Context: an optimization exercise on an open-source flow, tuned for small area. The choices shown serve that exercise and are no tape-out recipe. The RTL was checked by simulation tests, not by an equivalence proof against the original design. No activity file was given, so power comes from the tool's default toggle rates.

== the previous run ==
==> flow/design.v <==
`timescale 1 ns / 1 ps
module Shift_filter
				(
				i_clk,
				i_arst_n,
				i_filter,
				i_fop_fin,
				o_filter
				);
input	i_clk;
input	i_arst_n;
input 	[6:0]	i_fop_fin;
input	signed	[17:0]	i_filter;
output	reg signed	[17:0]	o_filter;
reg	[6:0]	phase;
reg		started;		 
reg	[3:0]	tap_k;
reg signed	[17:0]	hold_reg;
reg signed	[17:0]	ring [0:9];
reg signed	[24:0]	acc;
integer i;
wire	take = (phase == i_fop_fin);
always @(posedge i_clk, negedge i_arst_n) begin
	if (!i_arst_n) begin
		phase <= 0;
		started <= 0;
	end else begin
		phase <= take ? 7'd0 : phase + 1'b1;
		if (take)
			started <= 1;
	end
end
always @(posedge i_clk)
	if (!take)
		tap_k <= (tap_k == 0) ? 4'd9 : tap_k - 1'b1;
always @(posedge i_clk)
	if (take)
		hold_reg <= i_filter;
wire	early = ~|phase[6:4];
wire	first = early & (phase[3:0] == 4'd0);
wire	w_tap = early & (phase[3:0] >= 4'd1) & (phase[3:0] <= 4'd10);
wire	w_w0 = early & (phase[3:0] >= 4'd2) & (phase[3:0] <= 4'd11);
wire	w_h = first;
wire	bias = early & (phase[3:0] == 4'd12);
wire	k0 = (tap_k == 4'd0);
wire	k8 = (tap_k == 4'd9) | (tap_k == 4'd8) | (tap_k == 4'd2) | (tap_k == 4'd1);
wire	k11 = (tap_k == 4'd6) | (tap_k == 4'd4);
wire	k16 = (tap_k == 4'd5);
wire	kw0 = (tap_k == 4'd5) | (tap_k == 4'd3);
wire	ins = w_tap & k0;
wire	sel_h = started & ins;
wire	sel_r = started & ~ins;
always @(posedge i_clk) begin
	ring[0] <= ({18{sel_h}} & hold_reg) | ({18{sel_r}} & ring[9]);
	for (i = 1; i < 10; i = i + 1)
		ring[i] <= ring[i - 1];
end
wire signed	[17:0]	tap = ring[9];
wire signed	[17:0]	w0 = ring[0];
wire	p2 = w_tap & (k0 | k11);
wire	p3 = w_tap & k8;
wire	p_w0 = w_w0 & kw0;
wire	q_t = w_tap & k0;
wire	q4 = w_tap & (k11 | k16);
wire	[21:0]	p = ({22{p2}} & {{2{tap[17]}}, tap, 2'b0})
			| ({22{p3}} & {tap[17], tap, 3'b0})
			| ({22{p_w0}} & {{4{w0[17]}}, w0});
wire	[21:0]	q = ({22{q_t}} & {{4{tap[17]}}, tap})
			| ({22{q4}} & {tap, 4'b0})
			| ({22{w_h}} & {{4{hold_reg[17]}}, hold_reg})
			| {17'd0, bias, 4'd0};
wire	[24:0]	a = first ? ~{{5{hold_reg[17]}}, hold_reg, 2'b00} : acc;
wire	[24:0]	b = {3'b111, p[21], ~p[20:0]};
wire	[24:0]	c = {3'b000, ~q[21], q[20:0]};
wire	[24:0]	s = a ^ b ^ c;
wire	[24:0]	m = (a & b) | (a & c) | (b & c);
reg	[1:0]	cs_pend;		 
reg	[1:0]	rc_pend;		 
wire	[24:0]	cy = {m[23:17], cs_pend[1], m[15:9], cs_pend[0], m[7:0], 1'b1};
wire	[24:0]	ci;
wire	[24:0]	sum = s ^ cy ^ ci;
wire	[24:0]	co = (s & cy) | (s & ci) | (cy & ci);
assign	ci = {co[23:17], rc_pend[1], co[15:9], rc_pend[0], co[7:0], first};
always @(posedge i_clk) begin
	acc <= sum;
	cs_pend <= {m[16], m[8]};
	rc_pend <= {co[16], co[8]};
end
wire	ovf = (acc[24:22] != 3'b000) && (acc[24:22] != 3'b111);
wire	load = started & ~early;
wire	keep_y = load & ~ovf;
wire	set_lo = load & ovf & ~acc[24];		 
wire	set_hi = load & ovf & acc[24];		 
wire	[17:0]	y = {acc[22:6], acc[5] & (|acc[4:0])};
always @(posedge i_clk, negedge i_arst_n)
	if (!i_arst_n)
		o_filter <= 0;
	else
		o_filter <= ({18{keep_y}} & y) | ({18{~load}} & o_filter) | {set_hi, {17{set_lo}}};
endmodule
export LEC_CHECK = 0
export ABC_AREA = 1
export CAP_MARGIN = 0
export CORE_MARGIN = 2
export CORE_UTILIZATION = 65
export PLACE_DENSITY = 0.8
export SLEW_MARGIN = 0
create_clock -name core_clock -period 7.0 [get_ports {i_clk}]
standard.sh (not shown) runs the stock make flow with config.mk's settings and CLKGATE_MAP_FILE= SYNTH_SCRIPT=/design/flow/synth_recipe.tcl, a recipe that flattens the netlist after the stock synthesis.
==> flow/flow/run.sh <==
#!/bin/bash
# The standard layout (the standard.sh), with these changes to how it is made:
#  - Yosys's ABC step maps with an area-oriented script (flow/abc_area.script)
#    in place of ORFS's abc_area.script, in a copy of ORFS's scripts folder;
#  - in that copy, right after the full adders are mapped, flow/fa_polarity.py
#    picks for each full adder the polarity (a full adder is self-dual) that
#    leaves the fewest inverters between adders and flip-flops;
#  - the port buffers are plain buf_1 cells;
#  - clock tree synthesis runs with the options in flow/cts_args.
set -euo pipefail
rm -rf scripts_local
cp -r "$FLOW_HOME/scripts" scripts_local
cp flow/abc_area.script scripts_local/abc_area.script
python3 - scripts_local/synth.tcl <<'PY'
import sys
p = sys.argv[1]
s = open(p).read()
anchor = "# Technology mapping of latches"
hook = """# Full adders in the cheaper of their two polarities (flow/fa_polarity.py)
write_json $::env(RESULTS_DIR)/fa_polarity_in.json
puts [exec python3 $::env(FA_POLARITY_PY) $::env(RESULTS_DIR)/fa_polarity_in.json $::env(RESULTS_DIR)/fa_polarity_out.json]
design -reset
read_json $::env(RESULTS_DIR)/fa_polarity_out.json
hierarchy -top $::env(DESIGN_NAME)
opt_clean

"""
assert s.count(anchor) == 1
open(p, "w").write(s.replace(anchor, hook + anchor))
PY
export FA_POLARITY_PY="$PWD/flow/fa_polarity.py"
bash standard.sh "SCRIPTS_DIR=$PWD/scripts_local" \
	"BUFFER_PORTS_ARGS=-buffer_cell sky130_fd_sc_hd__buf_1" \
	"CTS_ARGS=$(cat flow/cts_args)" finish > standard_flow.log 2>&1
Other scripts of this flow, unchanged in this note and not shown: flow/flow/abc_area.script, flow/flow/cts_args, flow/flow/fa_polarity.py
The previous run | stages: all done | timing, DRC, antenna: all pass
Input-level comparison between the current run and the previous run:
--- a/flow/design.v
+++ b/flow/design.v
@@ -27,29 +27,43 @@
 	end else begin
 		phase <= take ? 7'd0 : phase + 1'b1;
 		if (take)
 			started <= 1;
 	end
 end
+localparam [3:0] K0 = 4'd6, K1 = 4'd4, K2 = 4'd15, K3 = 4'd0, K4 = 4'd3,
+		K5 = 4'd11, K6 = 4'd13, K7 = 4'd12, K8 = 4'd14, K9 = 4'd5;
 always @(posedge i_clk)
 	if (!take)
-		tap_k <= (tap_k == 0) ? 4'd9 : tap_k - 1'b1;
+		case (tap_k)
+		K0: tap_k <= K9;
+		K1: tap_k <= K0;
+		K2: tap_k <= K1;
+		K3: tap_k <= K2;
+		K4: tap_k <= K3;
+		K5: tap_k <= K4;
+		K6: tap_k <= K5;
+		K7: tap_k <= K6;
+		K8: tap_k <= K7;
+		K9: tap_k <= K8;
+		default: tap_k <= K9;
+		endcase
 always @(posedge i_clk)
 	if (take)
 		hold_reg <= i_filter;
 wire	early = ~|phase[6:4];
 wire	first = early & (phase[3:0] == 4'd0);
 wire	w_tap = early & (phase[3:0] >= 4'd1) & (phase[3:0] <= 4'd10);
 wire	w_w0 = early & (phase[3:0] >= 4'd2) & (phase[3:0] <= 4'd11);
 wire	w_h = first;
 wire	bias = early & (phase[3:0] == 4'd12);
-wire	k0 = (tap_k == 4'd0);
-wire	k8 = (tap_k == 4'd9) | (tap_k == 4'd8) | (tap_k == 4'd2) | (tap_k == 4'd1);
-wire	k11 = (tap_k == 4'd6) | (tap_k == 4'd4);
-wire	k16 = (tap_k == 4'd5);
-wire	kw0 = (tap_k == 4'd5) | (tap_k == 4'd3);
+wire	k0 = (tap_k == K0);
+wire	k8 = (tap_k == K9) | (tap_k == K8) | (tap_k == K2) | (tap_k == K1);
+wire	k11 = (tap_k == K6) | (tap_k == K4);
+wire	k16 = (tap_k == K5);
+wire	kw0 = (tap_k == K5) | (tap_k == K3);
 wire	ins = w_tap & k0;
 wire	sel_h = started & ins;
 wire	sel_r = started & ~ins;
 always @(posedge i_clk) begin
 	ring[0] <= ({18{sel_h}} & hold_reg) | ({18{sel_r}} & ring[9]);
 	for (i = 1; i < 10; i = i + 1)
## What came out
- Per the final summary, the current run finished and its layout is clean on timing, DRC and antenna.
- The current run vs. the previous run: complex-gate fraction of the synthesized area closely matched the old numbers, final critical-path required period dropped 0.079 ns, power density over cell area rose by 4.7 mW/mm2, sum of internal, switching and leakage power increased by about 0.7% relative to the old numbers.
- The previous run and the current run ended up with roughly the same clock latency at the later pin of the worst-skew pair.
- Via total after detailed routing, the current run and the previous run: higher on the previous run
- Changes observed in the current run relative to the previous run: part of the power in combinational logic now larger; layout-stage area growth over the synthesis result barely changed.
- In the metrics for the current run and the previous run, the one carrying the higher design area is the previous run.
- For the synthesized netlist cell count, the current run came in 3 lower than the previous run did.
- The run with more setup slack is the current run; the previous run has less.
- Looking at routed wire length, the current run sits 310 um below the previous run.
- As far as largest clock skew in the final design is concerned, the current run and the previous run perform about the same.

port drivers added, routing unchanged:
The results above use ideal ports. As a check the final layouts listed here were re-extracted and re-timed, cells and wires unchanged. Step 1 (the two cells are an assumption about what drives the block):
set clk [get_ports {i_clk}]
set_driving_cell -lib_cell sky130_fd_sc_hd__clkbuf_16 $clk
set_driving_cell -lib_cell sky130_fd_sc_hd__buf_2 [delete_from_list [all_inputs] $clk]
Step 2 adds t to the input delays and takes it off the output delays; t is the mean of the earliest and latest rising clock arrival at the registers after step 1. Input paths then give back, and output paths get back, about the clock's delay inside the block. a / b / c = ideal / step 1 / step 2; a / b = the first two.
run | t, ns | slack for setup (ns) | latest minus earliest clock arrival (ns)
the previous run | 0.609 | 0.628 / 0.628 / 0.628 | 0.065 / 0.065
the current run | 0.594 | 0.707 / 0.707 / 0.707 | 0.069 / 0.068
After both steps every run listed still meets setup and hold.
